Source: an optimization exercise on an open RTL-to-GDS flow (aim: small area). Production flows keep margins and buffers that such runs may drop.
RTL that was checked went through simulation tests only; none was proved equivalent to the original.
The clock input has no modelled driver; a real chip could not lean on it and would need a root buffer or a full tree.
Power and IR drop assume default switching activity.

// Task3
module Task3(
	input [7:0] X0,
	input [7:0] X1,
	input [7:0] X2,
	input [7:0] X3,
	input [7:0] A0,
	input [7:0] A1,
	input [7:0] A2,
	input [7:0] A3,
	input clk,
	input rst,
	input enable,
	output ready,
	output valid,
	output [17:0] result
);
reg rdy;
reg nrdy;    
reg [2:0] c;
reg [7:0] a0, a1, a2, a3;
reg [7:1] xs0, xs1, xs2, xs3;
reg rb;
reg [9:0] h;
assign ready = rdy;
assign valid = rdy & ~c[0];
wire prelast = (c == 3'd6);
wire last = (c == 3'd7);
always @(posedge clk) begin
	if (rst) begin
		rdy <= 1'b1;
		nrdy <= 1'b0;
	end else begin
		rdy <= rdy ? ~enable : last;
		nrdy <= rdy ? enable : ~last;
	end
	c <= (rdy | rst) ? 3'd1 : c + 3'd1;
end
wire [7:0] ma0 = nrdy ? a1 : A0;
wire [7:0] ma1 = nrdy ? a2 : A1;
wire [7:0] ma2 = rdy ? A2 : a3;
wire [7:0] ma3 = rdy ? A3 : a0;
wire b0 = nrdy ? xs1[1] : X0[0];
wire b1 = nrdy ? xs2[1] : X1[0];
wire b2 = rdy ? X2[0] : xs3[1];
wire b3 = rdy ? X3[0] : xs0[1];
wire [9:0] nhin = rdy ? 10'h1ff : h;
  ...
Settings: LEC_CHECK=0, ABC_AREA=1, CAP_MARGIN=20, CORE_MARGIN=2, CORE_UTILIZATION=60, SLEW_MARGIN=20; clock period 8.0 ns.
standard.sh (not shown) runs the stock make flow with config.mk's settings and CLKGATE_MAP_FILE= SYNTH_SCRIPT=/design/flow/synth_recipe.tcl, a recipe that flattens the netlist after the stock synthesis.
==> flow/flow/run.sh <==
#!/bin/bash
# The standard layout with these changes:
# - the port buffers are the smallest buffer cell instead of the delay cell
#   buffer_ports picks by itself;
# - Yosys's synth skips its early "abc -fast";
# - after the standard synthesis (flip-flops untouched from here on):
#   flow/netopt.py removes the inverters that extract_fa leaves around the
#   full adders (it flips full adders and two-input gates to inverted logic
#   instead), merges duplicate cells and sizes gates back to size 1;
#   flow/remap.sh maps the remaining plain gates again with ABC's area
#   mapper; flow/netopt.py runs once more. This is tried with a few seeds of
#   netopt's search and the smallest netlist is kept;
# - after CTS, flow/clocktree.tcl replaces the clock tree by one level of
#   CLKTREE_NBUF buffers, each driving one group of nearby flip-flops.
set -euo pipefail
export PATH=$FLOW_HOME/../tools/install/yosys/bin:$PATH
export BUFFER_PORTS_ARGS="-buffer_cell sky130_fd_sc_hd__buf_1"
export SYNTH_ARGS="-noabc"
export POST_CTS_TCL=$PWD/flow/clocktree.tcl
export CLKTREE_NBUF=${CLKTREE_NBUF:-4}
export CLKTREE_CELL=${CLKTREE_CELL:-sky130_fd_sc_hd__clkbuf_8}
R=orfs/results/$FLOW_PLATFORM/Task3/base
bash standard.sh synth > synth.log 2>&1
cp $R/1_2_yosys.v yosys_standard.v
best=""
best_area=""
for seed in 1 2 3 4; do
  python3 flow/netopt.py yosys_standard.v netopt1_$seed.v --downsize --seed=$seed > netopt1_$seed.log 2>&1
  bash flow/remap.sh netopt1_$seed.v remap_$seed.v > remap_$seed.log 2>&1
  python3 flow/netopt.py remap_$seed.v netopt2_$seed.v --downsize > netopt2_$seed.log 2>&1
  area=$(grep -o 'cell area [0-9.]*' netopt2_$seed.log | awk '{print $3}')
  echo "seed $seed: cell area $area" >> choice.log
  if [[ -z "$best" ]] || awk "BEGIN{exit !($area < $best_area)}"; then best=$seed; best_area=$area; fi
done
echo "kept seed $best" >> choice.log
cp netopt2_$best.v $R/1_2_yosys.v
touch $R/1_2_yosys.v
bash standard.sh finish > finish.log 2>&1
Other scripts of this flow, unchanged in this note and not shown: flow/flow/clocktree.tcl, flow/flow/fixassign.py, flow/flow/netopt.py, flow/flow/remap.abc, flow/flow/remap.sh
The baseline produced a clean layout.
Then changed:
--- a/flow/design.v
+++ b/flow/design.v
@@ -8,46 +8,42 @@
 	input [7:0] A2,
 	input [7:0] A3,
 	input clk,
 	input rst,
 	input enable,
 	output ready,
 	output valid,
 	output [17:0] result
 );
 reg rdy;
-reg nrdy;    
 reg [2:0] c;
 reg [7:0] a0, a1, a2, a3;
 reg [7:1] xs0, xs1, xs2, xs3;
 reg rb;
 reg [9:0] h;
 assign ready = rdy;
 assign valid = rdy & ~c[0];
 wire prelast = (c == 3'd6);
 wire last = (c == 3'd7);
 always @(posedge clk) begin
-	if (rst) begin
+	if (rst)
 		rdy <= 1'b1;
-		nrdy <= 1'b0;
-	end else begin
+	else
 		rdy <= rdy ? ~enable : last;
-		nrdy <= rdy ? enable : ~last;
-	end
 	c <= (rdy | rst) ? 3'd1 : c + 3'd1;
 end
-wire [7:0] ma0 = nrdy ? a1 : A0;
-wire [7:0] ma1 = nrdy ? a2 : A1;
+wire [7:0] ma0 = rdy ? A0 : a1;
+wire [7:0] ma1 = rdy ? A1 : a2;
 wire [7:0] ma2 = rdy ? A2 : a3;
 wire [7:0] ma3 = rdy ? A3 : a0;
-wire b0 = nrdy ? xs1[1] : X0[0];
-wire b1 = nrdy ? xs2[1] : X1[0];
+wire b0 = rdy ? X0[0] : xs1[1];
+wire b1 = rdy ? X1[0] : xs2[1];
 wire b2 = rdy ? X2[0] : xs3[1];
 wire b3 = rdy ? X3[0] : xs0[1];
 wire [9:0] nhin = rdy ? 10'h1ff : h;
 wire [7:0] npp0 = {ma0[7] & b0, ~(ma0[6:0] & {7{b0}})};
 wire [7:0] npp1 = {ma1[7] & b1, ~(ma1[6:0] & {7{b1}})};
 wire [7:0] npp2 = {ma2[7] & b2, ~(ma2[6:0] & {7{b2}})};
 wire [7:0] npp3 = {ma3[7] & b3, ~(ma3[6:0] & {7{b3}})};
 wire s1;
 wire c2;
 wire s3;
@@ -175,26 +171,23 @@
 assign c60 = (nhin[8] & c52) | (nhin[8] & c54) | (c52 & c54);
 assign s61 = c56 ^ s59 ^ c58;
 assign c62 = (c56 & s59) | (c56 & c58) | (s59 & c58);
 assign s63 = nhin[9] ^ c60 ^ c62;
 assign c64 = (nhin[9] & c60) | (nhin[9] & c62) | (c60 & c62);
 assign ns = {c64, s63, s61, s57, s49, s41, s33, s25, s17, s9, s3};
 wire [9:0] hnext = ns[10:1] ^ {prelast | last, {9{prelast}}};
 wire rbit = ns[0] ^ ~last;
 always @(posedge clk) begin
 	a0 <= ma0; a1 <= ma1; a2 <= ma2; a3 <= ma3;
-	if (nrdy) begin
+	if (rdy) begin
+		xs0 <= X0[7:1]; xs1 <= X1[7:1]; xs2 <= X2[7:1]; xs3 <= X3[7:1];
+	end else begin
 		xs0 <= {rb, xs1[7:2]};
 		xs1 <= {X1[7], xs2[7:2]};
-	end else begin
-		xs0 <= X0[7:1]; xs1 <= X1[7:1];
-	end
-	if (rdy) begin xs2 <= X2[7:1]; xs3 <= X3[7:1];
-	end else begin
 		xs2 <= {X2[7], xs3[7:2]};
 		xs3 <= {X3[7], xs0[7:2]};
 	end
 	rb <= rbit;
 	h <= hnext;
 end
 assign result = {h, rb, xs0[7], xs3[6], xs2[5], xs1[4], xs0[3], xs3[2], xs2[1]};
 endmodule
- The changed run completed with no timing, DRC or antenna violations
- utilization climbs by 2.7 points
- synthesized cell count decreases by 1.0%
- wire length is lower by 0.84%
- critical path depth does not change
- global-route usage stays flat
- sequential share of layout area came out lower by 0.18 points
- worst hold slack gets better by 0.016 ns
- cell area goes down by 0.81%
Only the layout flow was run in the first run of this note; the RTL was not checked for function there. No run of this note takes its clock network from TritonCTS; it comes from the design's own scripts or RTL.

========
Setup of job 791:
Another version of the RTL of Task3 (not shown whole).
Size: roughly 380 cells after synthesis, ~3600 um2 of cells after synthesis.
// Task3
module Task3(
	input [7:0] X0,
	input [7:0] X1,
	input [7:0] X2,
	input [7:0] X3,
	input [7:0] A0,
	input [7:0] A1,
	input [7:0] A2,
	input [7:0] A3,
	input clk,
	input rst,
	input enable,
	output ready,
	output valid,
	output [17:0] result
);
reg rdy, vld;
reg [2:0] c;
reg [7:0] a0, a1, a2, a3;
reg [7:1] xs0, xs1, xs2, xs3;
reg rb;
reg [9:0] h;
assign ready = rdy;
assign valid = vld;
wire prelast = (c == 3'd6);
wire last = (c == 3'd7);
always @(posedge clk) begin
	if (rst) begin
		rdy <= 1'b1;
		vld <= 1'b0;
	end else begin
		rdy <= rdy ? ~enable : last;
		vld <= ~rdy & last;
	end
	c <= (rdy | rst) ? 3'd1 : c + 3'd1;
end
wire [7:0] ma0 = rdy ? A0 : a1;
wire [7:0] ma1 = rdy ? A1 : a2;
wire [7:0] ma2 = rdy ? A2 : a3;
wire [7:0] ma3 = rdy ? A3 : a0;
wire b0 = rdy ? X0[0] : xs1[1];
wire b1 = rdy ? X1[0] : xs2[1];
wire b2 = rdy ? X2[0] : xs3[1];
wire b3 = rdy ? X3[0] : xs0[1];
wire [9:0] nhin = rdy ? 10'h1ff : h;
wire [7:0] npp0 = {ma0[7] & b0, ~(ma0[6:0] & {7{b0}})};
wire [7:0] npp1 = {ma1[7] & b1, ~(ma1[6:0] & {7{b1}})};
wire [7:0] npp2 = {ma2[7] & b2, ~(ma2[6:0] & {7{b2}})};
wire [7:0] npp3 = {ma3[7] & b3, ~(ma3[6:0] & {7{b3}})};
wire s1;
wire c2;
wire s3;
wire c4;
wire s5;
wire c6;
wire s7;
wire c8;
wire s9;
wire c10;
wire s11;
wire c12;
wire s13;
wire c14;
wire s15;
wire c16;
wire s17;
wire c18;
wire s19;
wire c20;
wire s21;
wire c22;
wire s23;
wire c24;
wire s25;
wire c26;
wire s27;
wire c28;
wire s29;
wire c30;
wire s31;
wire c32;
wire s33;
wire c34;
wire s35;
wire c36;
wire s37;
wire c38;
wire s39;
wire c40;
wire s41;
wire c42;
wire s43;
wire c44;
wire s45;
wire c46;
wire s47;
wire c48;
wire s49;
wire c50;
wire s51;
wire c52;
wire s53;
wire c54;
wire s55;
wire c56;
wire s57;
wire c58;
wire s59;
wire c60;
wire s61;
wire c62;
wire s63;
wire c64;
wire [10:0] ns;    
assign s1 = nhin[0] ^ npp0[0] ^ npp1[0];
assign c2 = (nhin[0] & npp0[0]) | (nhin[0] & npp1[0]) | (npp0[0] & npp1[0]);
assign s3 = npp2[0] ^ npp3[0] ^ s1;
assign c4 = (npp2[0] & npp3[0]) | (npp2[0] & s1) | (npp3[0] & s1);
assign s5 = nhin[1] ^ npp0[1] ^ npp1[1];
assign c6 = (nhin[1] & npp0[1]) | (nhin[1] & npp1[1]) | (npp0[1] & npp1[1]);
assign s7 = npp2[1] ^ npp3[1] ^ c2;
  ...
clock: 8.0 ns
lec_check: 0
abc_area: 1
cap_margin: 20
core_margin: 2
core_utilization: 60
slew_margin: 20
==> flow/flow/run.sh <==
#!/bin/bash
# The standard layout with these changes:
# - the port buffers are the smallest buffer cell instead of the delay cell
#   buffer_ports picks by itself;
# - Yosys's synth skips its early "abc -fast";
# - after the standard synthesis, flow/netopt.py removes the inverters that
#   extract_fa leaves around the full adders (it flips full adders and some
#   two-input gates to inverted logic instead) and sizes gates that synthesis
#   sized up back to size 1; flip-flops are untouched;
# - after CTS, flow/clocktree.tcl replaces the clock tree by one level of
#   CLKTREE_NBUF buffers, each driving one group of nearby flip-flops.
set -euo pipefail
export BUFFER_PORTS_ARGS="-buffer_cell sky130_fd_sc_hd__buf_1"
export SYNTH_ARGS="-noabc"
export POST_CTS_TCL=$PWD/flow/clocktree.tcl
export CLKTREE_NBUF=${CLKTREE_NBUF:-4}
export CLKTREE_CELL=${CLKTREE_CELL:-sky130_fd_sc_hd__clkbuf_8}
R=orfs/results/$FLOW_PLATFORM/Task3/base
bash standard.sh synth > synth.log 2>&1
cp $R/1_2_yosys.v yosys_standard.v
python3 flow/netopt.py yosys_standard.v $R/1_2_yosys.v --downsize > netopt.log 2>&1
touch $R/1_2_yosys.v
bash standard.sh finish > finish.log 2>&1
Other scripts of this flow, unchanged in this note and not shown: flow/flow/clocktree.tcl, flow/flow/netopt.py
Job 791 finished every step from synthesis to the final layout, and the layout passed the timing, design-rule and antenna checks.
For job 9271, these inputs were changed with respect to job 791:
diff --git a/flow/design.v b/flow/design.v
--- a/flow/design.v
+++ b/flow/design.v
@@ -14,42 +14,35 @@
 	output valid,
 	output [17:0] result
 );
 reg rdy, vld;
 reg [2:0] c;
 reg [7:0] a0, a1, a2, a3;
-reg [7:1] xs0, xs1, xs2, xs3;
-reg rb;
+reg [7:0] xs0, xs1, xs2, xs3;
 reg [9:0] h;
 assign ready = rdy;
 assign valid = vld;
+wire first = (c == 3'd0);
 wire prelast = (c == 3'd6);
 wire last = (c == 3'd7);
 always @(posedge clk) begin
 	if (rst) begin
 		rdy <= 1'b1;
 		vld <= 1'b0;
 	end else begin
 		rdy <= rdy ? ~enable : last;
 		vld <= ~rdy & last;
 	end
-	c <= (rdy | rst) ? 3'd1 : c + 3'd1;
+	c <= rdy ? 3'd0 : c + 3'd1;
 end
-wire [7:0] ma0 = rdy ? A0 : a1;
-wire [7:0] ma1 = rdy ? A1 : a2;
-wire [7:0] ma2 = rdy ? A2 : a3;
-wire [7:0] ma3 = rdy ? A3 : a0;
-wire b0 = rdy ? X0[0] : xs1[1];
-wire b1 = rdy ? X1[0] : xs2[1];
-wire b2 = rdy ? X2[0] : xs3[1];
-wire b3 = rdy ? X3[0] : xs0[1];
-wire [9:0] nhin = rdy ? 10'h1ff : h;
-wire [7:0] npp0 = {ma0[7] & b0, ~(ma0[6:0] & {7{b0}})};
-wire [7:0] npp1 = {ma1[7] & b1, ~(ma1[6:0] & {7{b1}})};
-wire [7:0] npp2 = {ma2[7] & b2, ~(ma2[6:0] & {7{b2}})};
-wire [7:0] npp3 = {ma3[7] & b3, ~(ma3[6:0] & {7{b3}})};
+wire [9:0] nhin = first ? 10'h1ff : h;
+wire b0 = xs0[0], b1 = xs1[0], b2 = xs2[0], b3 = xs3[0];
+wire [7:0] npp0 = {a0[7] & b0, ~(a0[6:0] & {7{b0}})};
+wire [7:0] npp1 = {a1[7] & b1, ~(a1[6:0] & {7{b1}})};
+wire [7:0] npp2 = {a2[7] & b2, ~(a2[6:0] & {7{b2}})};
+wire [7:0] npp3 = {a3[7] & b3, ~(a3[6:0] & {7{b3}})};
 wire s1;
 wire c2;
 wire s3;
 wire c4;
 wire s5;
 wire c6;
@@ -177,20 +170,20 @@
 assign s63 = nhin[9] ^ c60 ^ c62;
 assign c64 = (nhin[9] & c60) | (nhin[9] & c62) | (c60 & c62);
 assign ns = {c64, s63, s61, s57, s49, s41, s33, s25, s17, s9, s3};
 wire [9:0] hnext = ns[10:1] ^ {prelast | last, {9{prelast}}};
 wire rbit = ns[0] ^ ~last;
 always @(posedge clk) begin
-	a0 <= ma0; a1 <= ma1; a2 <= ma2; a3 <= ma3;
 	if (rdy) begin
-		xs0 <= X0[7:1]; xs1 <= X1[7:1]; xs2 <= X2[7:1]; xs3 <= X3[7:1];
+		a0 <= A0; a1 <= A1; a2 <= A2; a3 <= A3;
+		xs0 <= X0; xs1 <= X1; xs2 <= X2; xs3 <= X3;
 	end else begin
-		xs0 <= {rb, xs1[7:2]};
-		xs1 <= {X1[7], xs2[7:2]};
-		xs2 <= {X2[7], xs3[7:2]};
-		xs3 <= {X3[7], xs0[7:2]};
+		a0 <= a1; a1 <= a2; a2 <= a3; a3 <= a0;
+		xs0 <= {rbit, xs1[7:1]};
+		xs1 <= {X1[7], xs2[7:1]};
+		xs2 <= {X2[7], xs3[7:1]};
+		xs3 <= {X3[7], xs0[7:1]};
 	end
-	rb <= rbit;
 	h <= hnext;
 end
-assign result = {h, rb, xs0[7], xs3[6], xs2[5], xs1[4], xs0[3], xs3[2], xs2[1]};
+assign result = {h, xs0[7], xs3[6], xs2[5], xs1[4], xs0[3], xs3[2], xs2[1], xs1[0]};
 endmodule
Results
- Per the comparison of job 9271 with job 791, ratio of final minimum period to clock period now sits lower, maximum achievable frequency now larger, sequential portion of the cell area now sits higher, total power of the final layout shrank by 11%.
- For overall via count from detail_route, dividing the value from job 9271 by the value from job 791 gives 0.888.
- The combined global-route utilization of all metal layers in job 9271 sits 0.82 points above the value recorded for job 791.
- Between job 791 and job 9271, the difference in clock-pin slew on the worst setup and hold paths is negligible.
- Job 791 vs job 9271, critical path class: input port to flip-flop vs flip-flop to flip-flop
- | layout overhead on the synthesized area | higher: job 9271 |
In every run of this note, the design's own scripts or RTL, not TritonCTS, make the clock network.

## what the ideal ports hide
The results above use ideal ports. As a check the final layouts listed here were re-extracted and re-timed, cells and wires unchanged.
Step 1 assumes that a clkbuf_16 drives the clock port and a buf_2 every other input.
Step 2, shift: input delay + t, output delay - t, t = (earliest + latest rising clock arrival at the registers) / 2. This alone moves slack from input paths to output paths.
Slacks: ideal ports / drivers / drivers and shift; pairs: ideal ports / drivers.
run	t (ns)	setup slack, ns	worst hold slack (ns)	cell pins on the clock port's net
the first run of note 1	0.224	1.317 / 1.353 / 1.129	0.442 / 0.442 / 0.442	4
the second run of note 1	0.224	1.239 / 1.278 / 1.054	0.457 / 0.457 / 0.457	4
job 791	0.223	1.532 / 1.561 / 1.338	0.422 / 0.422 / 0.422	4
job 9271	0.223	2.004 / 2.004 / 2.004	0.464 / 0.464 / 0.464	4
After both steps setup and hold are still met in every run listed. For job 791, which loses most, drivers alone change the setup slack by +0.029 ns; drivers and shift together by -0.194 ns.
